Background: an optimization exercise with open tools, aiming at small area. Do not read the settings as production practice.
The RTL was checked by simulation tests, not by an equivalence proof against the original design.
No activity file was given, so power comes from the tool's default toggle rates.

File: flow/constraint.sdc
create_clock -name core_clock -period 6.5 [get_ports {clk}]
set_input_delay 1.3000 -clock core_clock [delete_from_list [all_inputs] [get_ports {clk}]]
set_output_delay 1.3000 -clock core_clock [all_outputs]
set_load 0.01 [all_outputs]
File: flow/config.mk
export PLATFORM = sky130hd
export DESIGN_NAME = air_defense_top
export DESIGN_NICKNAME = air_defense_top
export VERILOG_FILES = /design/flow/design.v
export SDC_FILE = /design/flow/constraint.sdc
export NUM_CORES = 4
export LEC_CHECK = 0
export CAP_MARGIN = 20
export CORE_MARGIN = 2
export CORE_UTILIZATION = 40
export SLEW_MARGIN = 20
File: flow/design.v
`timescale 1ns / 1ps
module air_defense_top (
    input  wire         clk,
    input  wire         reset_n,
    input  wire [47:0]  data_in,
    input  wire         data_in_valid,
    output wire         in_ready,
    output wire [15:0]  x_curr,
    output wire [15:0]  y_curr,
    output wire [15:0]  z_curr,
    output wire [15:0]  x_pred,
    output wire [15:0]  y_pred,
    output wire [15:0]  z_pred,
    output wire         track_valid,
    input  wire         track_ready,
    output wire         target_moving,
    output wire         lock_active,
    output wire         fire_pulse
);
    reg         p_valid, p_pass;
    reg  [3:0]  pd_x, pd_y, pd_z;       
    reg         c_valid;
    reg  [3:0]  cd_x, cd_y, cd_z;       
    reg         a_valid;
    reg  [15:0] a_x, a_y, a_z;          
    reg  [2:0]  lock_cnt;               
    reg  [2:0]  st;                     
    reg  [15:0] tmo;
    reg         t_valid;
    reg  [15:0] t_x, t_y, t_z;          
    reg  [15:0] v_x, v_y, v_z;          
    reg  [15:0] q_x, q_y, q_z;          
    reg         win;                    
    reg         mv;                     
    reg         armed, fire;
    wire la = st[2];
    function [4:0] add4(input [3:0] a, input [3:0] b, input ci);
        integer i;
        reg c;
        begin
            c = ci;
            for (i = 0; i < 4; i = i + 1) begin
                add4[i] = a[i] ^ b[i] ^ c;
                c = (a[i] & b[i]) | (c & (a[i] ^ b[i]));
            end
            add4[4] = c;
        end
    endfunction
    function [5:0] add5(input [4:0] a, input [4:0] b, input ci);
        integer i;
        reg c;
        begin
            c = ci;
            for (i = 0; i < 5; i = i + 1) begin
                add5[i] = a[i] ^ b[i] ^ c;
                c = (a[i] & b[i]) | (c & (a[i] ^ b[i]));
            end
            add5[5] = c;
        end
    endfunction
    function [8:0] add8(input [7:0] a, input [7:0] b, input ci);
        integer i;
        reg c;
        begin
            c = ci;
            for (i = 0; i < 8; i = i + 1) begin
                add8[i] = a[i] ^ b[i] ^ c;
                c = (a[i] & b[i]) | (c & (a[i] ^ b[i]));
            end
            add8[8] = c;
        end
    endfunction
    function [12:0] add12(input [11:0] a, input [11:0] b, input ci);
        integer i;
        reg c;
        begin
            c = ci;
            for (i = 0; i < 12; i = i + 1) begin
                add12[i] = a[i] ^ b[i] ^ c;
                c = (a[i] & b[i]) | (c & (a[i] ^ b[i]));
            end
            add12[12] = c;
        end
    endfunction
    function [16:0] add16(input [15:0] a, input [15:0] b, input ci);
        integer i;
        reg c;
        begin
            c = ci;
            for (i = 0; i < 16; i = i + 1) begin
                add16[i] = a[i] ^ b[i] ^ c;
                c = (a[i] & b[i]) | (c & (a[i] ^ b[i]));
            end
            add16[16] = c;
        end
    endfunction
    function [4:0] pcheck(input [15:0] g, input [15:0] a, input [4:0] cm);
        reg [8:0] lo, hi;
        reg       hz, ho, fz, fo;
        reg [5:0] r;
        begin
            lo = add8(g[7:0],  ~a[7:0],  1'b1);    
            hi = add8(g[15:8], ~a[15:8], 1'b1);    
            hz = lo[8] ? (hi[8] & (hi[7:0] == 8'h00))
                       : (hi[8] & (hi[7:0] == 8'h01));
            ho = lo[8] ? (~hi[8] & (hi[7:0] == 8'hff))
                       : (hi[8] & (hi[7:0] == 8'h00));
            fz = hz & (lo[7:4] == 4'h0);
            fo = ho & (lo[7:4] == 4'hf);
            r  = add5(lo[4:0], ~cm, 1'b1);         
            r[5] = lo[4] ^ ~cm[4] ^ r[5];
            pcheck[4]   = (fz | fo) &
                          (((r[5:3] == 3'b000) & (r[2:0] <= 3'd4)) |
                           ((r[5:3] == 3'b111) & (r[2:0] >= 3'd4)));
            pcheck[3:0] = r[3:0];
        end
    endfunction
    wire [15:0] b_x = data_in[47:32];
    wire [15:0] b_y = data_in[31:16];
    wire [15:0] b_z = data_in[15:0];
    wire [15:0] g_x = b_x ^ (b_x >> 1);
    wire [15:0] g_y = b_y ^ (b_y >> 1);
    wire [15:0] g_z = b_z ^ (b_z >> 1);
    wire [4:0] cm_x = c_valid ? {cd_x[3], cd_x} : 5'd0;
    wire [4:0] cm_y = c_valid ? {cd_y[3], cd_y} : 5'd0;
    wire [4:0] cm_z = c_valid ? {cd_z[3], cd_z} : 5'd0;
    wire [4:0] pc_x = pcheck(g_x, a_x, cm_x);
    wire [4:0] pc_y = pcheck(g_y, a_y, cm_y);
    wire [4:0] pc_z = pcheck(g_z, a_z, cm_z);
    wire pass_now = pc_x[4] & pc_y[4] & pc_z[4];
    wire [15:0] cr_x = add16(a_x, {{11{cm_x[4]}}, cm_x}, 1'b0);
    wire [15:0] cr_y = add16(a_y, {{11{cm_y[4]}}, cm_y}, 1'b0);
    wire [15:0] cr_z = add16(a_z, {{11{cm_z[4]}}, cm_z}, 1'b0);
    wire p_take = data_in_valid & ~p_valid;
    wire c_take = p_valid & ~c_valid;
    wire a_take = c_valid & ~a_valid;
    wire t_take = a_valid & ~t_valid & la;
    wire a_drop = a_valid & (~t_valid | ~la);
    assign in_ready = ~p_valid;
    wire near3 = (cd_x[2:0] != 3'b100) & (cd_y[2:0] != 3'b100) & (cd_z[2:0] != 3'b100);
    function [16:0] dcalc(input [15:0] a, input [15:0] t, input [3:0] cd);
        reg [12:0] lo;
        reg [4:0]  hv, hi, r;
        reg        hz, ho, sm;
        begin
            lo = add12(a[11:0],  ~t[11:0],  1'b1);
            hv = add4(a[15:12], ~t[15:12], lo[12]);
            hi = add4(a[15:12], ~t[15:12], 1'b1);      
            hz = lo[12] ? (hi[4] & (hi[3:0] == 4'h0))
                        : (hi[4] & (hi[3:0] == 4'h1));
            ho = lo[12] ? (~hi[4] & (hi[3:0] == 4'hf))
                        : (hi[4] & (hi[3:0] == 4'h0));
            sm = (hz & (lo[11:3] == 9'h000)) | (ho & (lo[11:3] == 9'h1ff));
            r  = add4(lo[3:0], cd, 1'b0);
            r[4] = lo[3] ^ cd[3] ^ r[4];                
            dcalc[16]   = ~(sm & ((r == 5'd0) | (r == 5'd1) | (r == 5'h1f)));
            dcalc[15:0] = {hv[3:0], lo[11:0]};
        end
    endfunction
    wire [16:0] dc_x = dcalc(a_x, t_x, cd_x);
    wire [16:0] dc_y = dcalc(a_y, t_y, cd_y);
    wire [16:0] dc_z = dcalc(a_z, t_z, cd_z);
    wire mv_next = dc_x[16] | dc_y[16] | dc_z[16];
    wire [15:0] s_x = add16(a_x, v_x, 1'b0);
    wire [15:0] s_y = add16(a_y, v_y, 1'b0);
    wire [15:0] s_z = add16(a_z, v_z, 1'b0);
    function winf(input [15:0] a, input [15:0] v);
        reg c2;
        begin
            c2 = (a[1] & v[1]) | ((a[1] | v[1]) & a[0] & v[0]);
            winf = ((v[15:2] == 14'd0) & ~((a[15:2] == 14'h3fff) & c2)) |
                   ((v[15:2] == 14'h3fff) & (v[1:0] != 2'd0) & ((a[15:2] != 14'd0) | c2));
        end
    endfunction
    wire win_next = winf(a_x, v_x) & winf(a_y, v_y) & winf(a_z, v_z);
    wire found   = lock_cnt[2];
    wire locked  = (st == 3'b011) | (st == 3'b100);
    wire timeout = (tmo == 16'h290f);
    wire [15:0] tmo_step = {tmo[14:0], ~(tmo[15] ^ tmo[14] ^ tmo[12] ^ tmo[3])};
    reg [2:0] st_n;
    always @(*) begin
        case (st)
            3'b000:  st_n = found ? 3'b001 : 3'b000;
            3'b001:  st_n = found ? 3'b010 : 3'b000;
            3'b010:  st_n = found ? 3'b011 : 3'b000;
            3'b011:  st_n = 3'b100;
            3'b100:  st_n = timeout ? 3'b101 : 3'b100;
            default: st_n = 3'b000;
        endcase
    end
    wire fire_now = la & win & mv & ~armed;
    always @(posedge clk or negedge reset_n) begin
        if (!reset_n) begin
            p_valid  <= 1'b0;
            p_pass   <= 1'b0;
            pd_x     <= 4'd0;
            pd_y     <= 4'd0;
            pd_z     <= 4'd0;
            c_valid  <= 1'b0;
            cd_x     <= 4'd0;
            cd_y     <= 4'd0;
            cd_z     <= 4'd0;
            a_valid  <= 1'b0;
            a_x      <= 16'd0;
            a_y      <= 16'd0;
            a_z      <= 16'd0;
            lock_cnt <= 3'd0;
            st       <= 3'd0;
            tmo      <= 16'd0;
            t_valid  <= 1'b0;
            t_x      <= 16'd0;
            t_y      <= 16'd0;
            t_z      <= 16'd0;
            v_x      <= 16'd0;
            v_y      <= 16'd0;
            v_z      <= 16'd0;
            q_x      <= 16'd0;
            q_y      <= 16'd0;
            q_z      <= 16'd0;
            win      <= 1'b1;
            mv       <= 1'b0;
            armed    <= 1'b0;
            fire     <= 1'b0;
        end else begin
            if (p_take) begin
                p_valid <= 1'b1;
                p_pass  <= pass_now;
                pd_x    <= pc_x[3:0];
                pd_y    <= pc_y[3:0];
                pd_z    <= pc_z[3:0];
            end else if (c_take) begin
                p_valid <= 1'b0;
            end
            if (c_take) begin
                if (p_pass) begin
                    c_valid <= 1'b1;
                    cd_x    <= pd_x;
                    cd_y    <= pd_y;
                    cd_z    <= pd_z;
                end
            end else if (a_take) begin
                c_valid <= 1'b0;
            end
            if (a_take) begin
                a_valid <= 1'b1;
                a_x     <= cr_x;
                a_y     <= cr_y;
                a_z     <= cr_z;
                if (near3) begin
                    if (!lock_cnt[2]) lock_cnt <= lock_cnt + 3'd1;
                end else begin
                    lock_cnt <= 3'd0;
                end
            end else if (a_drop) begin
                a_valid <= 1'b0;
            end
            st  <= st_n;
            tmo <= (locked & ~a_valid) ? tmo_step : 16'd0;
            if (t_take) begin
                t_valid <= 1'b1;
                t_x     <= a_x;
                t_y     <= a_y;
                t_z     <= a_z;
                v_x     <= dc_x[15:0];
                v_y     <= dc_y[15:0];
                v_z     <= dc_z[15:0];
                q_x     <= s_x;
                q_y     <= s_y;
                q_z     <= s_z;
                win     <= win_next;
            end else if (t_valid && track_ready) begin
                t_valid <= 1'b0;
            end
            if (a_take)
                mv <= mv_next;
            else if (t_take)
                mv <= 1'b0;
            fire  <= fire_now;
            armed <= fire_now | (armed & win);
        end
    end
    assign target_moving = mv;
    assign lock_active   = la;
    assign track_valid   = t_valid;
    assign fire_pulse    = fire;
    assign x_curr = t_x;
    assign y_curr = t_y;
    assign z_curr = t_z;
    assign x_pred = q_x;
    assign y_pred = q_y;
    assign z_pred = q_z;
endmodule
File: flow/run.sh
#!/bin/bash
# synth_recipe.tcl (not shown) runs the flow's synth.tcl, then flattens the netlist and writes it again
# the make line also repeats each setting of config.mk as NAME=value (left out here)
make -C /OpenROAD-flow-scripts/flow DESIGN_CONFIG=/design/flow/config.mk WORK_HOME=/design/flow/orfs CLKGATE_MAP_FILE= SYNTH_SCRIPT=/design/flow/synth_recipe.tcl finish
==> results of run 1 <==
-- stage by stage --
| stage | setup TNS (ns) | hold slack [ns] | cell area [um^2] |
|---|---|---|---|
| floorplan | 0 | 0.443 | 15700 |
| global placement | -1.36 | 0.458 | 18000 |
| detailed placement | -1.82 | 0.464 | 18000 |
| CTS | -0.0396 | 0.476 | 19000 |
| global route | -0.0378 | 0.488 | 19100 |
| finish | 0 | 0.476 | 19100 |
-- timing repair --
action,in CTS,in global routing
endpoints found under the hold margin,0,0
gates resized for setup,22,18
setup endpoints to repair,12,12
pin swaps,10,35
buffers inserted,2,2
-- cell usage in the layout, fill, tap and decap left out, types with 4 or more instances in the layout --
cell	instances
dfrtp_1	245
nand2_1	177
inv_1	156
clkdlybuf4s50_1	151
o21ai_0	146
fa_1	135
mux2_2	72
fa_2	63
xnor2_1	45
buf_4	38
ha_1	36
nand4_1	31
clkbuf_16	29
nor4_1	23
xor2_1	20
nor2_1	20
and2_1	16
nor3_1	14
or4_1	11
nor4b_1	7
a21oi_1	7
nor4bb_1	7
nand3_1	7
nand4b_1	6
clkinv_2	6
a21o_1	5
o21bai_1	5
clkbuf_1	5
bufinv_16	5
nand2b_1	4
-- cells by family (layout without fill, tap and decap cells) --
family / after synthesis / in the layout / share of synthesized area
compound gates: 185 / 185 / 0.0661
xor+xnor: 67 / 67 / 0.0377
fa+ha+maj: 236 / 236 / 0.285
buf+inv: 198 / 398 / 0.0477
flops: 247 / 247 / 0.397
mux: 74 / 74 / 0.0534
simple gates: 346 / 346 / 0.113
-- worst reg2reg max path, stage by stage, from the launching register on --
cell and delay [ns]:
dfrtp_2 0.42, buf_4 0.15, and2_4 0.14, ha_2 0.18, fa_2 0.38, fa_2 0.35
fa_2 0.36, fa_2 0.38, fa_2 0.36, fa_2 0.38, fa_2 0.35, fa_2 0.34
fa_2 0.35, fa_2 0.36, fa_2 0.34, fa_2 0.34, fa_2 0.35, fa_2 0.35
xnor2_1 0.16, nor2_1 0.06, xnor2_1 0.15
-- routing by layer --
layer  vias up  GRT usage
met1      5347      0.272
met5         -          0
met2       191      0.320
met3        46     0.0245
met4         0     0.0425
li1       4819          -
-- path summary, 6_finish.rpt --
check	from	to	slack (ns)	cells past startpoint
setup reg to reg	c_valid	a_y[15]	0.12	20
min in group asynchronous	reset_n	q_y[4]	0.80	1
max in group asynchronous	reset_n	c_valid	4.39	2
setup / recovery	c_valid	a_y[15]	0.12	20
hold / removal	armed	armed	0.48	1
hold reg to reg	armed	armed	0.48	1
-- power by group through the flow --
stage	sequential, mW	clock [mW]	combinational (mW)
2_1_floorplan	1.58	0	0.0853
3_3_place_gp	1.59	0	0.183
3_5_place_dp	1.59	0	0.186
4_1_cts	1.56	1.74	0.189
5_1_grt	1.56	1.80	0.206
6_report	1.56	1.70	0.184
-- sequential cells by signal (all words and copies together) (netlist names), 16 cells and up --
signal	count
t_z	16
t_y	16
t_x	16
q_z	16
a_y	16
q_x	16
q_y	16
a_z	16
v_x	16
v_z	16
a_x	16
tmo	16
v_y	16
-- synth_stat cells (2+ instances only) --
cell        n  area share
a21oi_1     7      0.0023
mux2i_1     2      0.0013
nand3b_1    2     0.00096
mux2_2     72       0.052
nand4_1    31       0.012
fa_1      198        0.25
nand2b_1    4      0.0016
a21o_1      5      0.0024
or4b_2      3      0.0019
o32ai_1     2      0.0011
nor4_1     23      0.0092
nand2_1   178       0.043
or4_1      11      0.0053
xnor2_1    47       0.026
o211ai_1    3      0.0014
xor2_1     20       0.011
buf_1       7      0.0017
and2_1     19      0.0076
clkbuf_1   35      0.0084
ha_1       38       0.031
o21ai_0   146       0.047
and4b_1     3      0.0019
nor3b_1     3      0.0014
a41oi_1     3      0.0017
dfrtp_1   246        0.40
a32o_1      2      0.0013
inv_1     156       0.038
nand3_1     8      0.0026
nor2b_1     3      0.0012
o21bai_1    5      0.0024
nor2_1     21      0.0051
nor4bb_1    7      0.0045
o22ai_1     2     0.00080
nand4b_1    6      0.0034
a211oi_1    2     0.00096
nor4b_1     7      0.0039
nor3_1     14      0.0045
-- area by class of cell --
type,instances,area share
multi-input cells,908,0.464
flip-flops and latches,247,0.324
repair buffers,191,0.0959
clock buffers,37,0.0412
well taps,518,0.0339
inverters,156,0.0307
clock inverters,14,0.0107
==> impl_summary.txt, run 1 <==
----------------------------------------------------
[Cells and area]
  Combined flip-flop and latch cell area ... 0.00618 mm^2
  Filler cell count ... 3531
  Number of nets in the layout ... 1821
  Ratio of cells with drive above 1 in the final layout ... 0.154
  Area growth, synth to finish ... 22.6%
  Area of the multi-input gates ... 0.00885 mm^2
  Final cell utilization of the core ... 0.495
  Count of placed standard cells in the final layout, fillers left out ... 2071
  # diodes ... 0

[STA]
  Measured slew at the worst slew-check pin ... 0.936 ns
  Final count of hold timing violations ... 0
  Final slew viol count ... 0
  Worst clock skew on the final layout ... 0.0132 ns
  Final critical path time including I/O delays and setup ... 6.38 ns
  Peak clock frequency supported by timing ... 157 MHz
  Setup-violating endpoint count in the final report ... 0
  Share of the clock period used by the worst path after layout ... 0.981
  Min setup slack post-route ... 0.123 ns
  Remaining max-slew budget at the tightest pin ... 0.376

[Worst setup path]
  Stage delay of the slowest cell on the critical path ... 0.42 ns
  Startpoint type of the worst setup path ... register
  Series of cell instances along the critical path ... buf_4, and2_4, ha_2, fa_2, fa_2, fa_2, fa_2, fa_2, fa_2, fa_2, fa_2, fa_2, fa_2, fa_2, fa_2, fa_2, fa_2, xnor2_1, nor2_1, xnor2_1
  CP top delay family ... adder cells
  Required time of the critical path ... 6.92 ns
  Type of the worst setup path ... reg2reg
  CP bufs+invs ... 1
  Critical path capture point type ... register
  Maximum fanout along the worst path ... 4
  Data arrival time of the worst path ... 6.80 ns
  Most Frequent Cell on Critical Path ... fa_2
  Critical path's slowest cell ... dfrtp_2

[Power]
  Sequential group share of total power ... 0.453
  Switching power ... 762 uW
  Clk network pwr share ... 0.494
  Worst IR Drop VDD ... 0.000178 V
  Internal power summed over all cells ... 2.68 mW
  Power per cell area ... 180 mW/mm^2
  Leakage component of the power ... 8.58 nW
  Proportion of total power due to net switching ... 0.221
  Post-layout power ... 3.44 mW
  Combinational power share ... 0.053

[Synthesis]
  Dominant register cell in the synthesized netlist ... dfrtp_1
  Share of the yosys chip area belonging to registers ... 0.397
  Distinct cells, synth ... 49
  Summed instance area of the synthesized netlist ... 0.0156 mm^2
  Mean cell area of the mapped netlist ... 11.5 um^2
  Total of warnings raised by yosys ... 1
  Post-Syn Instances ... 1353
  Flip-flop and latch count after synthesis ... 247
  Async set-or-reset flop fraction in the synthesized netlist ... 1.00
  Number of enable-type register cells in the synthesized netlist ... 0
  Synth Net Count ... 1641

[Clock tree]
  Bufs on Longest Clock Path ... 3
  Sinks on the clock net ... 247
  Hold_buf cts ... 0
  CTS tree ... yes
  Clock tree root driver cell ... clkbuf_16
  Skew-Pair Late Insertion Delay ... 0.54 ns
  Clock buffer count from CTS ... 29
  H-Tree Depth ... 1
  Clock transition at path regs ... 0.06 ns

[Floorplan]
  Starting Density ... 0.404
  Height of the die ... 201 um
  Area of the core region ... 0.0386 mm^2
  I/O pins ... 153
  Die W ... 201 um
  Standard-cell rows ... 72
  Die ar. ... 0.0405 mm^2

[Detailed routing]
  Total iterations of the first detailed-routing run ... 4
  Total length of routed met3 wires ... 1.43 mm
  Count of nets left with antenna violations after detail routing ... 0
  Highest metal layer with signal wires ... met4
  Wire length per cell ... 18.3 um
  Iteration-0 DRC count of the detailed router ... 472
  Overall via count from detail_route ... 10403
  Routed length on met2 ... 18.3 mm
  Number of vias per cell ... 5.02
  Remaining routing DRC violations ... 0
  Met1 Routed Length ... 17.4 mm
  Sum of routed wire length over all layers ... 37.8 mm

[Job]
  Max-Cap Viols ... 0

[Global routing]
  Global-route usage over all layers ... 0.192
  First-pass GRT wire length ... 61.8 mm
  Pin count of the biggest net entering global routing ... 134
  Total congestion overflow ... 0
  Via count of the first global-routing pass ... 11232
  Initial antenna violation count ... 0

[Worst hold path]
  Class of the tightest hold or removal check ... reg2reg

[Placed design]
  Number of I/O port buffers ... 152
  Final weighted congestion in routability-driven placement ... 0.855
  Worst setup slack after placement ... -0.315 ns
  Number of cells after detailed placement ... 2016
  Half-perimeter wire length after detailed placement ... 29.0 mm

[Run status]
  Outcome ... finished clean

----------------------------------------------------
==> run 2: changes to the inputs <==
==> flow/flow/run.sh (new file) <==
#!/bin/bash
# Standard layout (the standard.sh) with smaller port buffers, a clock
# tree without dummy loads, and power recovery (downsizing) after routing.
set -euo pipefail
export BUFFER_PORTS_ARGS="-buffer_cell sky130_fd_sc_hd__buf_1"
export CTS_ARGS="-sink_clustering_enable -repair_clock_nets -dont_use_dummy_load -sink_clustering_size 24 -sink_clustering_max_diameter 60 -buf_list {sky130_fd_sc_hd__clkbuf_4 sky130_fd_sc_hd__clkbuf_8}"
export RECOVER_POWER=0
bash standard.sh > standard.log 2>&1
==> flow/standard.sh (new file) <==
#!/bin/bash
# synth_recipe.tcl (not shown) runs the flow's synth.tcl, then flattens the netlist and writes it again
# the make line also repeats each setting of config.mk as NAME=value (left out here)
make -C /OpenROAD-flow-scripts/flow DESIGN_CONFIG=/design/flow/config.mk WORK_HOME=/design/flow/orfs CLKGATE_MAP_FILE= SYNTH_SCRIPT=/design/flow/synth_recipe.tcl "${@:-finish}"
--- a/flow/config.mk
+++ b/flow/config.mk
@@ -7,5 +7,5 @@
 export LEC_CHECK = 0
 export CAP_MARGIN = 20
 export CORE_MARGIN = 2
-export CORE_UTILIZATION = 40
+export CORE_UTILIZATION = 55
 export SLEW_MARGIN = 20
removed: flow/run.sh
==> impl_summary.txt, run 2 <==
----------------------------------------------------
[Job]
  Max-Cap Viols ... 0

[Clock tree]
  Skew-Pair Late Insertion Delay ... 0.60 ns
  Hold_buf cts ... 0
  CTS tree ... yes
  Bufs on Longest Clock Path ... 3
  Clock transition at path regs ... 0.09 ns
  Sinks on the clock net ... 247
  H-Tree Depth ... 1
  Clock buffer count from CTS ... 29
  Clock tree root driver cell ... clkbuf_8

[Global routing]
  First-pass GRT wire length ... 57.9 mm
  Total congestion overflow ... 0
  Gr busiest metal ... met2
  Via count of the first global-routing pass ... 10578
  Met1 usage in global routing ... 0.378
  Pin count of the biggest net entering global routing ... 108
  Initial antenna violation count ... 0
  Global-route usage over all layers ... 0.255
  Met3 layer usage reported by global route ... 0.0304
  Met2 Use GR ... 0.413

[STA]
  Setup-violating endpoint count in the final report ... 0
  Final count of hold timing violations ... 0
  Peak clock frequency supported by timing ... 157 MHz
  Worst clock skew on the final layout ... 0.0597 ns
  Share of the clock period used by the worst path after layout ... 0.978
  Measured slew at the worst slew-check pin ... 1.05 ns
  Final critical path time including I/O delays and setup ... 6.36 ns
  Remaining max-slew budget at the tightest pin ... 0.297
  Final slew viol count ... 0

[Synthesis]
  Cell type contributing the most total cell area after synthesis ... dfrtp_1
  Async set-or-reset flop fraction in the synthesized netlist ... 1.00
  Fraction of post-synthesis cell area in the top cell type by area ... 0.395
  Summed instance area of the synthesized netlist ... 0.0156 mm^2
  Number of enable-type register cells in the synthesized netlist ... 0
  Top cells by area, synth ... dfrtp_1 40%, fa_1 25%, mux2_2 5.2%
  Distinct cells, synth ... 49
  Synth Net Count ... 1641
  Post-Syn Instances ... 1353
  Most frequent cell after synthesis ... dfrtp_1
  Flip-flop and latch count after synthesis ... 247
  Mean cell area of the mapped netlist ... 11.5 um^2
  Dominant register cell in the synthesized netlist ... dfrtp_1
  Share of the yosys chip area belonging to registers ... 0.397
  Total of warnings raised by yosys ... 1
  Cell types with the highest counts after synthesis ... 246 x dfrtp_1, 198 x fa_1, 178 x nand2_1, 156 x inv_1, 146 x o21ai_0

[Placed design]
  Half-perimeter wire length after detailed placement ... 27.8 mm
  Final weighted congestion in routability-driven placement ... 0.836
  Number of I/O port buffers ... 152

[Power]
  Worst IR Drop VDD ... 0.000146 V
  Power per cell area ... 153 mW/mm^2
  Post-layout power ... 2.65 mW
  Leakage component of the power ... 7.95 nW

[Worst setup path]
  Critical path capture point type ... register
  Data arrival time of the worst path ... 6.84 ns
  Required time of the critical path ... 6.98 ns
  Series of cell instances along the critical path ... ha_1, fa_1, fa_1, fa_1, fa_2, fa_1, fa_1, fa_1, fa_1, fa_1, fa_1, fa_2, fa_1, fa_1, fa_1, mux2_2
  Stage delay of the slowest cell on the critical path ... 0.43 ns
  Maximum fanout along the worst path ... 3
  Startpoint type of the worst setup path ... register
  Most Frequent Cell on Critical Path ... fa_1
  Type of the worst setup path ... reg2reg
  Critical path's slowest cell ... fa_1
  Cell count of the worst reg-to-reg path ... 16

[Cells and area]
  Number of nets in the layout ... 1820
  Filler cell count ... 2366
  Area growth, synth to finish ... 11.5%
  Final cell utilization of the core ... 0.623
  Ratio of cells with drive above 1 in the final layout ... 0.142
  # diodes ... 0
  Commonest cells after routing, fill and taps aside ... 245 x dfrtp_1, 177 x nand2_1, 156 x inv_1
  Most frequent standard cell in the layout excluding fill and tap cells ... dfrtp_1

[Floorplan]
  Area of the core region ... 0.0279 mm^2
  Die ar. ... 0.0297 mm^2
  Height of the die ... 172 um
  I/O pins ... 153
  Standard-cell rows ... 61
  Die W ... 172 um
  Starting Density ... 0.559

[Detailed routing]
  Sum of routed wire length over all layers ... 36.1 mm
  Total iterations of the first detailed-routing run ... 4
  Remaining routing DRC violations ... 0
  Wire length per cell ... 18.9 um
  Number of vias per cell ... 5.38
  Count of nets left with antenna violations after detail routing ... 0
  Iteration-0 DRC count of the detailed router ... 555
  Overall via count from detail_route ... 10263

[Worst hold path]
  Class of the tightest hold or removal check ... reg2reg
  Cell depth of the worst min-delay path ... 1

[Run status]
  Outcome ... finished clean

----------------------------------------------------
-- run 2: cell types whose count changed in the layout (fill, tap and decap cells not counted), moves of 5 or more --
cell	delta
buf_1	+151
bufinv_16	-5
clkbuf_1	-5
clkbuf_16	-29
clkbuf_8	+26
clkdlybuf4s50_1	-151
clkinv_2	-6
-- run 2: per-layer routing --
layer | vias to the layer above | part of all wire
met4 | 0 | 0.017
met2 | 190 | 0.48
met5 | - | 0
met3 | 41 | 0.039
li1 | 4802 | -
met1 | 5230 | 0.46
-- run 2: critical path: cells and delay by family, from the launching register on --
| family | cells | cell delay, ns |
|---|---|---|
| adder cells (fa/ha/maj) | 15 | 5.60 |
| flip-flops | 1 | 0.41 |
| multiplexers | 1 | 0.26 |
-- run 2: area by class of cell --
| class | count | area, um^2 | area share |
|---|---|---|---|
| clock buffers | 29 | 399 | 0.0230 |
| inverters | 156 | 586 | 0.0337 |
| multi-input cells | 908 | 8850 | 0.510 |
| flip-flops and latches | 247 | 6180 | 0.356 |
| well taps | 378 | 473 | 0.0272 |
| repair buffers | 190 | 876 | 0.0504 |
-- run 2: cell families (layout without fill, tap and decap cells) --
| logic type | count (synthesis) | in the layout | share of synthesized area |
|---|---|---|---|
| simple gates | 346 | 346 | 0.113 |
| flops | 247 | 247 | 0.397 |
| fa+ha+maj | 236 | 236 | 0.285 |
| buf+inv | 198 | 375 | 0.0477 |
| compound gates | 185 | 185 | 0.0661 |
| mux | 74 | 74 | 0.0534 |
| xor+xnor | 67 | 67 | 0.0377 |
-- run 2: what timing repair did --
item                       4_1_cts  5_1_grt
setup endpoints to repair       10       11
pin swaps                       13       50
resized for setup               21       17
buffers inserted                 1        1
hold endpoints to repair         0        0
-- run 2: power by group --
| part | internal [mW] | leakage, nW | switching, mW |
|---|---|---|---|
| registers | 1.55 | 3.42 | 0.00658 |
| clock network | 0.393 | 0.209 | 0.542 |
| logic | 0.0630 | 4.32 | 0.0989 |
| total | 2.01 | 7.95 | 0.648 |
-- run 2: through the flow --
step                      instance area [um^2]  instances  setup slack (ns)  setup TNS [ns]  hold slack, ns
after detailed placement                 16800       1877            -0.299           -1.82           0.468
after global routing                     17400       1908           -0.0172         -0.0216           0.496
after floorplan                          15700       1353            0.0149               0           0.443
after global placement                   16800       1877            -0.238           -1.18           0.461
after CTS                                17300       1907          0.000884               0           0.470
final                                    17400       1908             0.143               0           0.475
-- run 2: final timing paths --
| kind | from | end | slack, ns |
|---|---|---|---|
| worst max register to register | a_z[0] | q_z[14] | 0.14 |
| worst min-delay path | pd_z[2] | cd_z[2] | 0.48 |
| max in group asynchronous | reset_n | c_valid | 4.65 |
| worst min register to register | pd_z[2] | cd_z[2] | 0.48 |
| min in group asynchronous | reset_n | v_y[2] | 0.58 |
| worst max-delay path | a_z[0] | q_z[14] | 0.14 |
==> run 3: changes to the inputs <==
--- a/flow/flow/run.sh
+++ b/flow/flow/run.sh
@@ -4,5 +4,5 @@
 set -euo pipefail
 export BUFFER_PORTS_ARGS="-buffer_cell sky130_fd_sc_hd__buf_1"
 export CTS_ARGS="-sink_clustering_enable -repair_clock_nets -dont_use_dummy_load -sink_clustering_size 24 -sink_clustering_max_diameter 60 -buf_list {sky130_fd_sc_hd__clkbuf_4 sky130_fd_sc_hd__clkbuf_8}"
-export RECOVER_POWER=0
+
 bash standard.sh > standard.log 2>&1
--- a/flow/config.mk
+++ b/flow/config.mk
@@ -7,5 +7,5 @@
 export LEC_CHECK = 0
 export CAP_MARGIN = 20
 export CORE_MARGIN = 2
-export CORE_UTILIZATION = 55
+export CORE_UTILIZATION = 70
 export SLEW_MARGIN = 20
==> impl_summary.txt, run 3 <==
----------------------------------------------------
[Run status]
  Outcome ... finished clean

[Detailed routing]
  Number of vias per cell ... 5.90
  Overall via count from detail_route ... 10619
  Total iterations of the first detailed-routing run ... 5
  Iteration-0 DRC count of the detailed router ... 710
  Count of nets left with antenna violations after detail routing ... 0
  Remaining routing DRC violations ... 0
  Sum of routed wire length over all layers ... 35.7 mm
  Wire length per cell ... 19.8 um

[STA]
  Measured slew at the worst slew-check pin ... 0.967 ns
  Remaining max-slew budget at the tightest pin ... 0.355
  Setup-violating endpoint count in the final report ... 0
  Final count of hold timing violations ... 0
  Worst clock skew on the final layout ... 0.0491 ns
  Share of the clock period used by the worst path after layout ... 0.979
  Unrepaired setup endpoints after global routing ... true
  Peak clock frequency supported by timing ... 157 MHz
  Final slew viol count ... 0
  Final critical path time including I/O delays and setup ... 6.37 ns

[Power]
  Combinational power share ... 0.064
  Sequential group share of total power ... 0.622
  Leakage component of the power ... 7.87 nW
  Power per cell area ... 146 mW/mm^2
  Internal power summed over all cells ... 1.90 mW
  Clk network pwr share ... 0.313
  Proportion of total power due to net switching ... 0.239
  Worst IR Drop VDD ... 0.000181 V
  Post-layout power ... 2.50 mW
  Switching power ... 599 uW

[Worst setup path]
  Stage delay of the slowest cell on the critical path ... 0.50 ns
  Reg-to-Reg Start ... c_valid
  Type of the worst setup path ... reg2reg
  Series of cell instances along the critical path ... and2_4, ha_1, fa_2, fa_2, fa_2, fa_2, fa_2, fa_2, fa_2, fa_2, fa_2, fa_2, fa_2, fa_2, fa_2, fa_2, xnor2_1, nor2_1, xnor2_1
  CP top delay family ... adder cells
  Most Frequent Cell on Critical Path ... fa_2
  Worst R2R Setup Slack ... 0.13 ns
  Cell count of the worst reg-to-reg path ... 19
  CP bufs+invs ... 0
  Critical path capture point type ... register
  Data arrival time of the worst path ... 6.81 ns
  Maximum fanout along the worst path ... 6
  Startpoint type of the worst setup path ... register
  Reg2Reg Capture Point ... a_x[15]
  Critical path's slowest cell ... dfrtp_2
  Required time of the critical path ... 6.94 ns

[Synthesis]
  Synth Net Count ... 1641
  Total of warnings raised by yosys ... 1
  Async set-or-reset flop fraction in the synthesized netlist ... 1.00
  Top cells by area, synth ... dfrtp_1 40%, fa_1 25%, mux2_2 5.2%
  Dominant register cell in the synthesized netlist ... dfrtp_1
  Post-Syn Instances ... 1353
  Mean cell area of the mapped netlist ... 11.5 um^2
  Number of enable-type register cells in the synthesized netlist ... 0
  Share of the yosys chip area belonging to registers ... 0.397
  Most frequent cell after synthesis ... dfrtp_1
  Distinct cells, synth ... 49
  Cell types with the highest counts after synthesis ... 246 x dfrtp_1, 198 x fa_1, 178 x nand2_1, 156 x inv_1, 146 x o21ai_0
  Summed instance area of the synthesized netlist ... 0.0156 mm^2
  Cell type contributing the most total cell area after synthesis ... dfrtp_1
  Flip-flop and latch count after synthesis ... 247
  Fraction of post-synthesis cell area in the top cell type by area ... 0.395

[Cells and area]
  Ratio of cells with drive above 1 in the final layout ... 0.141
  Combined flip-flop and latch cell area ... 0.00618 mm^2
  Count of placed standard cells in the final layout, fillers left out ... 1800
  Filler cell count ... 1446
  Final cell utilization of the core ... 0.785
  Area of the multi-input gates ... 0.00885 mm^2
  Number of nets in the layout ... 1810
  Area growth, synth to finish ... 10.0%
  # diodes ... 0
  Most frequent standard cell in the layout excluding fill and tap cells ... dfrtp_1
  Commonest cells after routing, fill and taps aside ... 244 x dfrtp_1, 177 x nand2_1, 155 x inv_1

[Worst hold path]
  Cell depth of the worst min-delay path ... 1
  Worst hold path endpoint ... tmo[3]
  Hold path startpoint ... tmo[2]
  Class of the tightest hold or removal check ... reg2reg

[Global routing]
  Via count of the first global-routing pass ... 11276
  First-pass GRT wire length ... 59.0 mm
  Initial antenna violation count ... 0
  Global-route usage over all layers ... 0.321
  Total congestion overflow ... 0
  Pin count of the biggest net entering global routing ... 126

[Clock tree]
  Skew-Pair Late Insertion Delay ... 0.56 ns
  Sinks on the clock net ... 247
  Bufs on Longest Clock Path ... 3
  Clock transition at path regs ... 0.10 ns
  CTS tree ... yes
  Clock buffer count from CTS ... 21
  Hold_buf cts ... 0
  H-Tree Depth ... 1
  Clock tree root driver cell ... clkbuf_8

[Job]
  Max-Cap Viols ... 0

[Floorplan]
  I/O pins ... 153
  Starting Density ... 0.713
  Die W ... 153 um
  Area of the core region ... 0.0218 mm^2
  Standard-cell rows ... 54
  Height of the die ... 153 um
  Die ar. ... 0.0235 mm^2

[Placed design]
  Half-perimeter wire length after detailed placement ... 27.7 mm
  Number of I/O port buffers ... 152
  Final weighted congestion in routability-driven placement ... 0.897
  Number of cells after detailed placement ... 1774

----------------------------------------------------
[run 3: kinds of logic (layout without fill, tap and decap cells)]
logic type,count (synthesis),in the layout,share of synthesized area
and+or+nand+nor,346,346,0.113
DFF,247,247,0.397
adders and majority gates,236,236,0.285
buffers and inverters,198,365,0.0477
AOI/OAI and AO/OA,185,185,0.0661
muxes,74,74,0.0534
xor gates and xnor gates,67,67,0.0377
[run 3: per-layer routing]
layer	track usage	routed length (um)	vias up
met3	0.0405	1870	78
met5	0	0	-
met4	0.0988	1030	0
li1	-	-	4780
met2	0.544	18200	337
met1	0.444	14700	5424
[run 3: cell type report]
class | instances | share of cell area
inverter | 156 | 0.0342
timing repair buffer | 188 | 0.0505
sequential | 247 | 0.361
clock buffer | 21 | 0.0169
multi-input combinational | 908 | 0.517
tap | 280 | 0.0205
[run 3: power by group through the flow]
| stage | Clock [mW] | Combinational (mW) | Sequential, mW |
|---|---|---|---|
| after floorplan | 0 | 0.0853 | 1.58 |
| after global placement | 0 | 0.158 | 1.59 |
| after detailed placement | 0 | 0.163 | 1.59 |
| after CTS | 0.799 | 0.164 | 1.56 |
| after global routing | 0.851 | 0.184 | 1.56 |
| final | 0.783 | 0.161 | 1.56 |
[run 3: worst max path at each step]
stage,from,to,slack [ns],depth (start not counted)
floorplan,c_valid,a_x[15],0.01,19
global placement,c_valid,a_y[15],-0.30,19
detailed placement,c_valid,a_x[15],-0.38,19
CTS,c_valid,a_z[15],0.006,19
global route,c_valid,a_y[15],-0.009,21
finish,c_valid,a_x[15],0.13,19
[run 3: metrics by stage]
step           setup WS, ns  setup TNS (ns)  instance area, um^2  hold WS, ns
2_1_floorplan        0.0149               0                15700        0.443
3_3_place_gp         -0.300           -1.51                16700        0.451
3_5_place_dp         -0.381           -2.37                16700        0.463
4_1_cts             0.00556               0                17100        0.466
5_1_grt            -0.00905        -0.00905                17100        0.485
6_report              0.133               0                17100        0.465
[run 3: what timing repair did]
item                                   in CTS  in global routing
pin swaps                                  12                 45
setup endpoints to repair                  12                 13
resized for setup                          25                 22
gates cloned                                0                  0
setup buffers                               4                  1
endpoints found under the hold margin       0                  0
==> run 4: changes to the inputs <==
==> flow/flow/run.sh (replaced) <==
#!/bin/bash
# Standard layout (the standard.sh) with smaller port buffers, a clock
# tree without dummy loads, and power recovery (downsizing) after routing.
set -euo pipefail
export BUFFER_PORTS_ARGS="-buffer_cell sky130_fd_sc_hd__buf_1"
export CTS_ARGS="-sink_clustering_enable -repair_clock_nets -dont_use_dummy_load -sink_clustering_size 16 -sink_clustering_max_diameter 50 -buf_list {sky130_fd_sc_hd__clkbuf_4 sky130_fd_sc_hd__clkbuf_8}"
export RECOVER_POWER=100
bash standard.sh > standard.log 2>&1
--- a/flow/config.mk
+++ b/flow/config.mk
@@ -7,5 +7,5 @@
 export LEC_CHECK = 0
 export CAP_MARGIN = 20
 export CORE_MARGIN = 2
-export CORE_UTILIZATION = 70
+export CORE_UTILIZATION = 55
 export SLEW_MARGIN = 20
==> impl_summary.txt, run 4 <==
----------------------------------------------------
[Worst setup path]
  Data arrival time of the worst path ... 6.81 ns
  CP bufs+invs ... 0
  CP top delay family ... adder cells
  Type of the worst setup path ... reg2reg
  Required time of the critical path ... 6.93 ns
  Startpoint type of the worst setup path ... register
  Series of cell instances along the critical path ... ha_1, fa_1, fa_1, fa_1, fa_2, fa_1, fa_1, fa_1, fa_1, fa_1, fa_1, fa_1, fa_1, fa_1, fa_1, mux2_2
  Critical path capture point type ... register
  Critical path's slowest cell ... fa_1
  Critical path launch point ... a_z[0]
  Reg-to-Reg Start ... a_z[0]
  Most Frequent Cell on Critical Path ... fa_1
  Stage delay of the slowest cell on the critical path ... 0.43 ns
  Maximum fanout along the worst path ... 3

[Global routing]
  First-pass GRT wire length ... 58.0 mm
  Initial antenna violation count ... 0
  Pin count of the biggest net entering global routing ... 108
  Global-route usage over all layers ... 0.257
  Via count of the first global-routing pass ... 10655
  Total congestion overflow ... 0

[STA]
  Share of the clock period used by the worst path after layout ... 0.981
  Measured slew at the worst slew-check pin ... 4.17 ns
  Final count of hold timing violations ... 0
  Peak clock frequency supported by timing ... 157 MHz
  Worst hold margin ... 0.474 ns
  Worst clock skew on the final layout ... 0.0459 ns
  Final critical path time including I/O delays and setup ... 6.38 ns
  Final slew viol count ... 303
  Setup-violating endpoint count in the final report ... 0
  Remaining max-slew budget at the tightest pin ... -1.78

[Clock tree]
  Sinks on the clock net ... 247
  Clock buffer count from CTS ... 35
  CTS tree ... yes
  Clock transition at path regs ... 0.08 ns
  Skew-Pair Late Insertion Delay ... 0.54 ns
  Clock tree root driver cell ... clkbuf_8
  Bufs on Longest Clock Path ... 3
  H-Tree Depth ... 2

[Detailed routing]
  Wire length per cell ... 18.9 um
  Count of nets left with antenna violations after detail routing ... 0
  Total iterations of the first detailed-routing run ... 4
  Number of vias per cell ... 5.38
  Remaining routing DRC violations ... 0
  Iteration-0 DRC count of the detailed router ... 550
  Sum of routed wire length over all layers ... 36.2 mm
  Overall via count from detail_route ... 10306

[Synthesis]
  Share of cell area taken by muxes after synthesis ... 0.0534
  Most frequent cell after synthesis ... dfrtp_1
  Mean cell area of the mapped netlist ... 11.5 um^2
  Fraction of post-synthesis cell area in the top cell type by area ... 0.395
  Cell type contributing the most total cell area after synthesis ... dfrtp_1
  Number of enable-type register cells in the synthesized netlist ... 0
  Adder-cell area share of the yosys netlist ... 0.285
  Async set-or-reset flop fraction in the synthesized netlist ... 1.00
  Cell types with the highest counts after synthesis ... 246 x dfrtp_1, 198 x fa_1, 178 x nand2_1, 156 x inv_1, 146 x o21ai_0
  Share of the yosys chip area belonging to registers ... 0.397
  Synth Net Count ... 1641
  Summed instance area of the synthesized netlist ... 0.0156 mm^2
  Flip-flop and latch count after synthesis ... 247
  Total of warnings raised by yosys ... 1
  Dominant register cell in the synthesized netlist ... dfrtp_1
  Largest family of logic cells by synthesized area ... adder cells
  Post-synthesis share of cell area spent on xor and xnor gates ... 0.0377
  Post-Syn Instances ... 1353
  Top cells by area, synth ... dfrtp_1 40%, fa_1 25%, mux2_2 5.2%
  Basic-gate share of the synthesized area counting and, or, nand and nor cells ... 0.113
  Distinct cells, synth ... 49
  Area fraction in compound gates after synthesis ... 0.0661

[Power]
  Power per cell area ... 158 mW/mm^2
  Combinational power share ... 0.058
  Proportion of total power due to net switching ... 0.240
  Leakage component of the power ... 7.95 nW
  Internal power summed over all cells ... 2.09 mW
  Sequential group share of total power ... 0.567
  Worst IR Drop VDD ... 0.000162 V
  Switching power ... 659 uW
  Clk network pwr share ... 0.375

[Placed design]
  Half-perimeter wire length after detailed placement ... 27.8 mm
  Number of I/O port buffers ... 152
  Final weighted congestion in routability-driven placement ... 0.836

[Cells and area]
  Commonest cells after routing, fill and taps aside ... 245 x dfrtp_1, 177 x nand2_1, 156 x inv_1
  Final cell utilization of the core ... 0.625
  Area growth, synth to finish ... 11.9%
  Number of nets in the layout ... 1826
  Most frequent standard cell in the layout excluding fill and tap cells ... dfrtp_1
  Filler cell count ... 2350
  # diodes ... 0
  Ratio of cells with drive above 1 in the final layout ... 0.142

[Floorplan]
  Height of the die ... 172 um
  Area of the core region ... 0.0279 mm^2
  Starting Density ... 0.559
  Die W ... 172 um
  Standard-cell rows ... 61
  Die ar. ... 0.0297 mm^2
  I/O pins ... 153

[Run status]
  Outcome ... failed layout checks
  Violated checks ... max-capacitance violations, max-slew violations

[Worst hold path]
  Class of the tightest hold or removal check ... reg2reg
  Hold path startpoint ... armed

[Job]
  Max-Cap Viols ... 4

----------------------------------------------------
run 4: cell counts after synthesis:
No cell type changed its count.
run 4: metrics by stage:
| stage | total power [mW] | instances | worst slack, ns | setup TNS [ns] | cell area [um^2] |
|---|---|---|---|---|---|
| detailed placement | 1.75 | 1877 | -0.299 | -1.82 | 16800 |
| floorplan | 1.67 | 1353 | 0.0149 | 0 | 15700 |
| global placement | 1.75 | 1877 | -0.238 | -1.18 | 16800 |
| finish | 2.75 | 1914 | 0.123 | 0 | 17400 |
| global route | 2.87 | 1914 | -0.00460 | -0.00883 | 17400 |
| CTS | 2.79 | 1913 | 0.00291 | 0 | 17400 |
run 4: layout make-up:
type,instances,area (um^2),area share
Tap cell,378,473,0.0272
Clock buffer,35,482,0.0277
Multi-Input combinational cell,908,8850,0.508
Inverter,156,586,0.0336
Sequential cell,247,6180,0.355
Timing Repair Buffer,190,842,0.0484
run 4: power by group through the flow:
stage               clock (mW)  combinational, mW  sequential [mW]
global route              1.12              0.184             1.56
finish                    1.03              0.160             1.56
floorplan                    0             0.0853             1.58
CTS                       1.07              0.166             1.56
detailed placement           0              0.165             1.59
global placement             0              0.162             1.59
run 4: worst paths after layout:
path	to	slack, ns	cells after the start
max in group asynchronous	c_valid	1.03	2
max	q_z[14]	0.12	16
max reg2reg	q_z[14]	0.12	16
min reg2reg	armed	0.47	1
min	armed	0.47	1
min in group asynchronous	q_x[4]	0.80	1
run 4: cell families (layout without fill, tap and decap cells):
family / after synthesis / in the layout
fa+ha+maj: 236 / 236
buf+inv: 198 / 381
mux: 74 / 74
compound gates: 185 / 185
simple gates: 346 / 346
flops: 247 / 247
xor+xnor: 67 / 67
run 4: repair_timing:
item	4_1_cts	5_1_grt
setup buffers	1	1
gates cloned	0	0
resized for setup	21	17
endpoints found under the setup margin	10	12
hold buffers	0	0
pin swaps	9	34
run 4: layer usage:
layer	wire [um]	vias up	global-route usage
met4	746	0	0.0617
met2	17300	208	0.411
met5	0	-	0
met1	16800	5238	0.376
met3	1370	48	0.0373
li1	-	4812	-
==> run 5: changes to the inputs <==
==> flow/flow/run.sh (replaced) <==
#!/bin/bash
# Standard layout (the standard.sh) with smaller port buffers and a clock
# tree of small buffers without dummy loads.
set -euo pipefail
export BUFFER_PORTS_ARGS="-buffer_cell sky130_fd_sc_hd__buf_1"
export CTS_ARGS="-sink_clustering_enable -repair_clock_nets -dont_use_dummy_load -sink_clustering_size 12 -sink_clustering_max_diameter 40 -buf_list {sky130_fd_sc_hd__clkbuf_4}"
bash standard.sh > standard.log 2>&1
--- a/flow/config.mk
+++ b/flow/config.mk
@@ -7,5 +7,5 @@
 export LEC_CHECK = 0
 export CAP_MARGIN = 20
 export CORE_MARGIN = 2
-export CORE_UTILIZATION = 55
+export CORE_UTILIZATION = 70
 export SLEW_MARGIN = 20
==> impl_summary.txt, run 5 <==
----------------------------------------------------
[Run status]
  Outcome ... finished clean

[STA]
  Final count of hold timing violations ... 0
  Final slew viol count ... 0
  Worst clock skew on the final layout ... 0.0905 ns
  Final critical path time including I/O delays and setup ... 6.35 ns
  Measured slew at the worst slew-check pin ... 0.996 ns
  Share of the clock period used by the worst path after layout ... 0.978
  Setup-violating endpoint count in the final report ... 0
  Remaining max-slew budget at the tightest pin ... 0.327
  Min setup slack post-route ... 0.146 ns
  Peak clock frequency supported by timing ... 157 MHz

[Synthesis]
  Most frequent cell after synthesis ... dfrtp_1
  Summed instance area of the synthesized netlist ... 0.0156 mm^2
  Synth Net Count ... 1641
  Dominant register cell in the synthesized netlist ... dfrtp_1
  Cell type contributing the most total cell area after synthesis ... dfrtp_1
  Distinct cells, synth ... 49
  Async set-or-reset flop fraction in the synthesized netlist ... 1.00
  Share of the yosys chip area belonging to registers ... 0.397
  Post-Syn Instances ... 1353
  Total of warnings raised by yosys ... 1
  Top cells by area, synth ... dfrtp_1 40%, fa_1 25%, mux2_2 5.2%
  Number of enable-type register cells in the synthesized netlist ... 0
  Cell types with the highest counts after synthesis ... 246 x dfrtp_1, 198 x fa_1, 178 x nand2_1, 156 x inv_1, 146 x o21ai_0
  Fraction of post-synthesis cell area in the top cell type by area ... 0.395
  Mean cell area of the mapped netlist ... 11.5 um^2
  Flip-flop and latch count after synthesis ... 247

[Global routing]
  Via count of the first global-routing pass ... 11407
  Pin count of the biggest net entering global routing ... 126
  First-pass GRT wire length ... 59.0 mm
  Total congestion overflow ... 0
  Initial antenna violation count ... 1
  Global-route usage over all layers ... 0.323

[Floorplan]
  Starting Density ... 0.713
  Height of the die ... 153 um
  I/O pins ... 153
  Area of the core region ... 0.0218 mm^2
  Standard-cell rows ... 54
  Die ar. ... 0.0235 mm^2
  Die W ... 153 um

[Power]
  Power per cell area ... 145 mW/mm^2
  Leakage component of the power ... 7.88 nW
  Worst IR Drop VDD ... 0.000127 V

[Clock tree]
  Clock tree root driver cell ... clkbuf_4
  CTS tree ... yes
  Sinks on the clock net ... 247
  Bufs on Longest Clock Path ... 3
  Skew-Pair Late Insertion Delay ... 0.68 ns
  Clock transition at path regs ... 0.11 ns
  H-Tree Depth ... 2
  Clock buffer count from CTS ... 36

[Detailed routing]
  Iteration-0 DRC count of the detailed router ... 614
  Wire length per cell ... 19.6 um
  Number of vias per cell ... 5.91
  Remaining routing DRC violations ... 0
  Count of nets left with antenna violations after detail routing ... 0
  Sum of routed wire length over all layers ... 35.7 mm
  Total iterations of the first detailed-routing run ... 5
  Overall via count from detail_route ... 10737

[Worst setup path]
  Maximum fanout along the worst path ... 6
  Required time of the critical path ... 7.03 ns
  Type of the worst setup path ... reg2reg
  Data arrival time of the worst path ... 6.88 ns
  Critical path capture point type ... register
  Worst R2R Setup Slack ... 0.15 ns
  Startpoint type of the worst setup path ... register

[Cells and area]
  Most frequent standard cell in the layout excluding fill and tap cells ... dfrtp_1
  Ratio of cells with drive above 1 in the final layout ... 0.149
  Commonest cells after routing, fill and taps aside ... 245 x dfrtp_1, 177 x nand2_1, 156 x inv_1
  Finished layout cell area ... 0.0171 mm^2
  Area growth, synth to finish ... 9.93%
  Number of nets in the layout ... 1826
  Count of placed standard cells in the final layout, fillers left out ... 1817
  Filler cell count ... 1472

[Job]
  Max-Cap Viols ... 0

[Placed design]
  Half-perimeter wire length after detailed placement ... 27.7 mm
  Final weighted congestion in routability-driven placement ... 0.897
  Post-DP Area ... 0.0167 mm^2
  Worst setup slack after placement ... -0.381 ns
  Number of I/O port buffers ... 152
  Number of cells after detailed placement ... 1774

[Worst hold path]
  Class of the tightest hold or removal check ... reg2reg

----------------------------------------------------
-- run 5: cell types whose count changed in the layout (fill, tap and decap cells not counted), moves of 3 or more --
cell,previous run,this run
clkbuf_4,0,37
clkbuf_8,35,0
and2_0,15,0
and2_1,1,16
clkbuf_1,5,0
fa_1,137,132
fa_2,61,66
buf_4,32,35
ha_1,38,35
ha_2,0,3
-- run 5: layout make-up --
type,instances,area [um^2],share of cell area
flip-flops and latches,247,6180,0.361
well taps,280,350,0.0205
diodes,1,2.50,0.000146
multi-input cells,908,8850,0.517
clock buffers,36,270,0.0158
inverters,156,586,0.0342
repair buffers,189,868,0.0507
-- run 5: kinds of logic (layout without fill, tap and decap cells) --
family,Yosys count,count (layout),synth area share
xor gates and xnor gates,67,67,0.0377
and+or+nand+nor,346,346,0.113
DFF,247,247,0.397
AOI/OAI and AO/OA,185,185,0.0661
other,0,1,0
adders and majority gates,236,236,0.285
buffers and inverters,198,381,0.0477
muxes,74,74,0.0534
-- run 5: path summary, 6_finish.rpt --
path	to	cells after the start	from
min reg2reg	tmo[2]	1	tmo[1]
min	tmo[2]	1	tmo[1]
max in group asynchronous	a_y[10]	2	reset_n
min in group asynchronous	t_y[0]	1	reset_n
max	a_x[15]	19	c_valid
max reg2reg	a_x[15]	19	c_valid
-- run 5: report_power, final --
group          internal (mW)  switching, mW
registers               1.55        0.00701
clock network          0.256          0.516
logic                 0.0625         0.0983
total                   1.87          0.622
-- run 5: what timing repair did --
item                       4_1_cts  5_1_grt
setup endpoints to repair       11       13
hold buffers                     0        0
pin swaps                       15       42
setup buffers                    3        3
resized for setup               20       23
-- run 5: through the flow --
stage | setup TNS, ns | total power [mW] | utilization | hold slack (ns)
2_1_floorplan | 0 | 1.67 | - | 0.443
6_report | 0 | 2.49 | 0.784 | 0.468
5_1_grt | -0.0195 | 2.58 | 0.784 | 0.486
3_5_place_dp | -2.37 | 1.75 | 0.764 | 0.463
3_3_place_gp | -1.51 | 1.74 | 0.764 | 0.451
4_1_cts | 0 | 2.50 | 0.780 | 0.456
-- run 5: critical path, cell delays in order (launching register included) --
cell and delay (ns):
dfrtp_2 0.49, and2_4 0.19, ha_2 0.17, fa_2 0.39, fa_2 0.34, fa_2 0.35
fa_2 0.34, fa_2 0.35, fa_2 0.37, fa_2 0.34, fa_2 0.35, fa_2 0.37
fa_2 0.36, fa_2 0.37, fa_2 0.35, fa_2 0.35, fa_2 0.35, xnor2_1 0.16
nor2_1 0.07, xnor2_1 0.16
-- run 5: per-layer routing --
metal | part of all wire | global-route usage | up-vias
met1 | 0.41 | 0.445 | 5449
met3 | 0.059 | 0.0493 | 90
met2 | 0.50 | 0.539 | 369
met5 | 0 | 0 | -
met4 | 0.034 | 0.109 | 0
li1 | - | - | 4829
==> run 6: changes to the inputs <==
--- a/flow/design.v
+++ b/flow/design.v
@@ -34,6 +34,30 @@
     reg         mv;                     
     reg         armed, fire;
     wire la = st[2];
+    function [2:0] add2(input [1:0] a, input [1:0] b, input ci);
+        integer i;
+        reg c;
+        begin
+            c = ci;
+            for (i = 0; i < 2; i = i + 1) begin
+                add2[i] = a[i] ^ b[i] ^ c;
+                c = (a[i] & b[i]) | (c & (a[i] ^ b[i]));
+            end
+            add2[2] = c;
+        end
+    endfunction
+    function [14:0] add14(input [13:0] a, input [13:0] b, input ci);
+        integer i;
+        reg c;
+        begin
+            c = ci;
+            for (i = 0; i < 14; i = i + 1) begin
+                add14[i] = a[i] ^ b[i] ^ c;
+                c = (a[i] & b[i]) | (c & (a[i] ^ b[i]));
+            end
+            add14[14] = c;
+        end
+    endfunction
     function [4:0] add4(input [3:0] a, input [3:0] b, input ci);
         integer i;
         reg c;
@@ -82,18 +106,6 @@
             add12[12] = c;
         end
     endfunction
-    function [16:0] add16(input [15:0] a, input [15:0] b, input ci);
-        integer i;
-        reg c;
-        begin
-            c = ci;
-            for (i = 0; i < 16; i = i + 1) begin
-                add16[i] = a[i] ^ b[i] ^ c;
-                c = (a[i] & b[i]) | (c & (a[i] ^ b[i]));
-            end
-            add16[16] = c;
-        end
-    endfunction
     function [4:0] pcheck(input [15:0] g, input [15:0] a, input [4:0] cm);
         reg [8:0] lo, hi;
         reg       hz, ho, fz, fo;
@@ -128,9 +140,6 @@
     wire [4:0] pc_y = pcheck(g_y, a_y, cm_y);
     wire [4:0] pc_z = pcheck(g_z, a_z, cm_z);
     wire pass_now = pc_x[4] & pc_y[4] & pc_z[4];
-    wire [15:0] cr_x = add16(a_x, {{11{cm_x[4]}}, cm_x}, 1'b0);
-    wire [15:0] cr_y = add16(a_y, {{11{cm_y[4]}}, cm_y}, 1'b0);
-    wire [15:0] cr_z = add16(a_z, {{11{cm_z[4]}}, cm_z}, 1'b0);
     wire p_take = data_in_valid & ~p_valid;
     wire c_take = p_valid & ~c_valid;
     wire a_take = c_valid & ~a_valid;
@@ -161,9 +170,22 @@
     wire [16:0] dc_y = dcalc(a_y, t_y, cd_y);
     wire [16:0] dc_z = dcalc(a_z, t_z, cd_z);
     wire mv_next = dc_x[16] | dc_y[16] | dc_z[16];
-    wire [15:0] s_x = add16(a_x, v_x, 1'b0);
-    wire [15:0] s_y = add16(a_y, v_y, 1'b0);
-    wire [15:0] s_z = add16(a_z, v_z, 1'b0);
+    wire [15:0] ad_x = a_valid ? v_x : {{12{cd_x[3]}}, cd_x};
+    wire [15:0] ad_y = a_valid ? v_y : {{12{cd_y[3]}}, cd_y};
+    wire [15:0] ad_z = a_valid ? v_z : {{12{cd_z[3]}}, cd_z};
+    function [15:0] sadd(input [15:0] a, input [15:0] b);
+        reg [14:0] lo;
+        reg [2:0]  h0, h1;
+        begin
+            lo = add14(a[13:0], b[13:0], 1'b0);
+            h0 = add2(a[15:14], b[15:14], 1'b0);
+            h1 = add2(a[15:14], b[15:14], 1'b1);
+            sadd = {lo[14] ? h1[1:0] : h0[1:0], lo[13:0]};
+        end
+    endfunction
+    wire [15:0] s_x = sadd(a_x, ad_x);
+    wire [15:0] s_y = sadd(a_y, ad_y);
+    wire [15:0] s_z = sadd(a_z, ad_z);
     function winf(input [15:0] a, input [15:0] v);
         reg c2;
         begin
@@ -243,9 +265,9 @@
             end
             if (a_take) begin
                 a_valid <= 1'b1;
-                a_x     <= cr_x;
-                a_y     <= cr_y;
-                a_z     <= cr_z;
+                a_x     <= s_x;
+                a_y     <= s_y;
+                a_z     <= s_z;
                 if (near3) begin
                     if (!lock_cnt[2]) lock_cnt <= lock_cnt + 3'd1;
                 end else begin
==> flow/flow/run.sh (replaced) <==
#!/bin/bash
# Standard layout (the standard.sh) with smaller port buffers, a clock
# tree without dummy loads.
set -euo pipefail
export BUFFER_PORTS_ARGS="-buffer_cell sky130_fd_sc_hd__buf_1"
export CTS_ARGS="-sink_clustering_enable -repair_clock_nets -dont_use_dummy_load -sink_clustering_size 12 -sink_clustering_max_diameter 40 -buf_list {sky130_fd_sc_hd__clkbuf_4 sky130_fd_sc_hd__clkbuf_8}"

bash standard.sh > standard.log 2>&1
==> impl_summary.txt, run 6 <==
----------------------------------------------------
[Clock tree]
  Bufs on Longest Clock Path ... 3
  Hold_buf cts ... 0
  H-Tree Depth ... 2
  Clock transition at path regs ... 0.07 ns
  Sinks on the clock net ... 247
  CTS tree ... yes
  Clock tree root driver cell ... clkbuf_8
  Skew-Pair Late Insertion Delay ... 0.53 ns
  Clock buffer count from CTS ... 37

[Synthesis]
  Total of warnings raised by yosys ... 1
  Area fraction in compound gates after synthesis ... 0.0743
  Cell types with the highest counts after synthesis ... 251 x nand2_1, 246 x dfrtp_1, 155 x o21ai_0, 153 x fa_1, 152 x inv_1
  Synth Net Count ... 1658
  Adder-cell area share of the yosys netlist ... 0.232
  Mean cell area of the mapped netlist ... 10.7 um^2
  Most frequent cell after synthesis ... nand2_1
  Largest family of logic cells by synthesized area ... adder cells
  Share of cell area taken by muxes after synthesis ... 0.0565
  Flip-flop and latch count after synthesis ... 247
  Dominant register cell in the synthesized netlist ... dfrtp_1
  Number of enable-type register cells in the synthesized netlist ... 0
  Post-synthesis share of cell area spent on xor and xnor gates ... 0.0365
  Basic-gate share of the synthesized area counting and, or, nand and nor cells ... 0.140
  Summed instance area of the synthesized netlist ... 0.0151 mm^2
  Distinct cells, synth ... 54
  Cell type contributing the most total cell area after synthesis ... dfrtp_1
  Share of the yosys chip area belonging to registers ... 0.409
  Fraction of post-synthesis cell area in the top cell type by area ... 0.407
  Top cells by area, synth ... dfrtp_1 41%, fa_1 20%, nand2_1 6.2%
  Post-Syn Instances ... 1418
  Async set-or-reset flop fraction in the synthesized netlist ... 1.00

[STA]
  Setup TNS after final layout ... 0 ns
  Final critical path time including I/O delays and setup ... 6.26 ns
  Share of the clock period used by the worst path after layout ... 0.963
  Final count of hold timing violations ... 0
  Remaining max-slew budget at the tightest pin ... 0.292
  Worst clock skew on the final layout ... 0.0412 ns
  Setup-violating endpoint count in the final report ... 0
  Peak clock frequency supported by timing ... 160 MHz
  Final slew viol count ... 0
  Measured slew at the worst slew-check pin ... 1.06 ns
  Unrepaired setup endpoints after global routing ... false

[Power]
  Clk network pwr share ... 0.378
  Post-layout power ... 2.76 mW
  Sequential group share of total power ... 0.564
  Combinational power share ... 0.058
  Proportion of total power due to net switching ... 0.234
  Worst IR Drop VDD ... 0.000128 V
  Leakage component of the power ... 7.67 nW
  Internal power summed over all cells ... 2.12 mW
  Switching power ... 646 uW
  Power per cell area ... 166 mW/mm^2

[Cells and area]
  Combined flip-flop and latch cell area ... 0.00618 mm^2
  Ratio of cells with drive above 1 in the final layout ... 0.109
  Area of the multi-input gates ... 0.00825 mm^2
  Most frequent standard cell in the layout excluding fill and tap cells ... nand2_1
  Filler cell count ... 1458
  Final cell utilization of the core ... 0.789
  Area growth, synth to finish ... 10.1%
  Commonest cells after routing, fill and taps aside ... 251 x nand2_1, 245 x dfrtp_1, 152 x inv_1
  Number of nets in the layout ... 1820
  # diodes ... 0

[Worst setup path]
  Maximum fanout along the worst path ... 6
  Type of the worst setup path ... reg2reg
  Critical path's slowest cell ... dfrtp_2
  Startpoint type of the worst setup path ... register
  CP bufs+invs ... 2
  Series of cell instances along the critical path ... mux2_2, ha_1, fa_2, fa_2, fa_1, fa_1, fa_1, fa_2, fa_2, fa_1, fa_2, fa_2, fa_1, inv_1, fa_1, inv_1, fa_2, o21ai_2, xnor2_2, o21ai_1
  Stage delay of the slowest cell on the critical path ... 0.45 ns
  Most Frequent Cell on Critical Path ... fa_2
  CP top delay family ... adder cells
  Data arrival time of the worst path ... 6.61 ns
  Required time of the critical path ... 6.85 ns
  Worst R2R Setup Slack ... 0.24 ns
  Critical path capture point type ... register

[Run status]
  Outcome ... finished clean

[Floorplan]
  Die ar. ... 0.0228 mm^2
  I/O pins ... 153
  Height of the die ... 151 um
  Standard-cell rows ... 53
  Die W ... 151 um
  Area of the core region ... 0.0211 mm^2
  Starting Density ... 0.717

[Global routing]
  Pin count of the biggest net entering global routing ... 165
  Initial antenna violation count ... 0
  Via count of the first global-routing pass ... 11027
  First-pass GRT wire length ... 55.6 mm
  Global-route usage over all layers ... 0.315
  Total congestion overflow ... 0

[Detailed routing]
  Number of vias per cell ... 5.79
  Overall via count from detail_route ... 10738
  Count of nets left with antenna violations after detail routing ... 0
  Routed length on met2 ... 16.7 mm
  Iteration-0 DRC count of the detailed router ... 709
  Remaining routing DRC violations ... 0
  Total iterations of the first detailed-routing run ... 5
  Total length of routed met3 wires ... 2.05 mm
  Met1 Routed Length ... 14.2 mm
  Sum of routed wire length over all layers ... 33.8 mm
  Highest metal layer with signal wires ... met4
  Wire length per cell ... 18.2 um

[Job]
  Max-Cap Viols ... 0

[Worst hold path]
  Class of the tightest hold or removal check ... reg2reg

[Placed design]
  Number of I/O port buffers ... 152
  Half-perimeter wire length after detailed placement ... 25.2 mm
  Final weighted congestion in routability-driven placement ... 0.881

----------------------------------------------------
[run 6: cell types whose count changed after synthesis, sizes merged, moves of 5 or more]
cell | before | now
o21ai | 146 | 157
buf | 7 | 21
nor3 | 14 | 6
a31oi | 0 | 5
a21oi | 7 | 17
nor4 | 23 | 32
nor2 | 21 | 28
or4b | 5 | 0
nand2 | 178 | 251
o21bai | 5 | 0
nand2b | 4 | 9
fa | 198 | 153
or4 | 11 | 2
[run 6: path summary, 6_finish.rpt]
check	startpoint	end	depth (start not counted)
setup / recovery	a_valid	q_y[15]	20
hold / removal	tmo[14]	tmo[15]	1
setup reg to reg	a_valid	q_y[15]	20
hold reg to reg	tmo[14]	tmo[15]	1
max in group asynchronous	reset_n	a_valid	2
min in group asynchronous	reset_n	t_z[0]	2
[run 6: timing repair]
action / in CTS / in global routing
setup buffers: 2 / 0
pin swaps: 2 / 6
endpoints found under the hold margin: 0 / 0
gates resized for setup: 12 / 22
setup endpoints to repair: 10 / 16
[run 6: area by class of cell]
class / instances / area share
tap: 275 / 0.0207
clock buffer: 37 / 0.0306
sequential: 247 / 0.372
timing repair buffer: 175 / 0.0466
inverter: 152 / 0.0343
multi-input combinational: 967 / 0.496
[run 6: kinds of logic (layout without fill, tap and decap cells)]
family,count (synthesis),count (layout)
DFF,247,247
AOI/OAI and AO/OA,205,205
xor gates and xnor gates,63,63
muxes,76,76
buffers and inverters,204,364
adders and majority gates,188,188
and+or+nand+nor,435,435
[run 6: through the flow]
step                      hold WS, ns  setup slack (ns)  area, um^2  instances
after floorplan                 0.443           0.00806       15100       1418
after global placement          0.454          -0.00247       16000       1814
after detailed placement        0.468            -0.163       16000       1814
after CTS                       0.479          0.000943       16600       1853
after global routing            0.497           0.00672       16600       1853
final                           0.475             0.241       16600       1853
[run 6: per-layer routing]
layer	vias to the layer above	GRT usage
li1	4980	-
met1	5372	0.442
met2	324	0.521
met3	62	0.0557
met4	0	0.0818
met5	-	0
[run 6: power by group through the flow]
stage	registers, mW	logic (mW)	clock network, mW
final	1.56	0.161	1.04
after global routing	1.56	0.185	1.13
after CTS	1.56	0.164	1.07
after detailed placement	1.59	0.162	0
after global placement	1.59	0.158	0
after floorplan	1.58	0.0871	0

[static timing again, ports no longer ideal]
No port has a modelled driver above. Below, the same layouts with a new extraction and two added sets of constraints.
Step 1, drivers: a clkbuf_16 drives clk and a buf_2 each remaining input, both assumed.
Step 2 adds t to the input delays and takes it off the output delays; t is the mean of the earliest and latest rising clock arrival at the registers after step 1. Input paths then give back, and output paths get back, about the clock's delay inside the block.
Slacks: no drivers / after step 1 / after step 2; pairs: no drivers / after step 1.
run	t (ns)	setup slack, ns	clock arrival spread, ns	worst data-port slew with drivers (ns)	cell pins on the clock port's net
run 1	0.588	0.123 / 0.123 / 0.025	0.013 / 0.014	0.05	1
run 2	0.619	0.143 / 0.143 / 0.143	0.060 / 0.060	0.03	1
run 3	0.579	0.133 / 0.133 / 0.133	0.056 / 0.056	0.03	1
run 4	0.567	0.123 / 0.123 / 0.123	0.051 / 0.051	0.03	1
run 5	0.684	0.146 / 0.146 / 0.146	0.096 / 0.096	0.03	1
run 6	0.552	0.241 / 0.241 / 0.241	0.042 / 0.041	0.04	1
The setup slack of run 1, which loses most, moves by 0.000 ns with the drivers and by -0.098 ns with both steps.
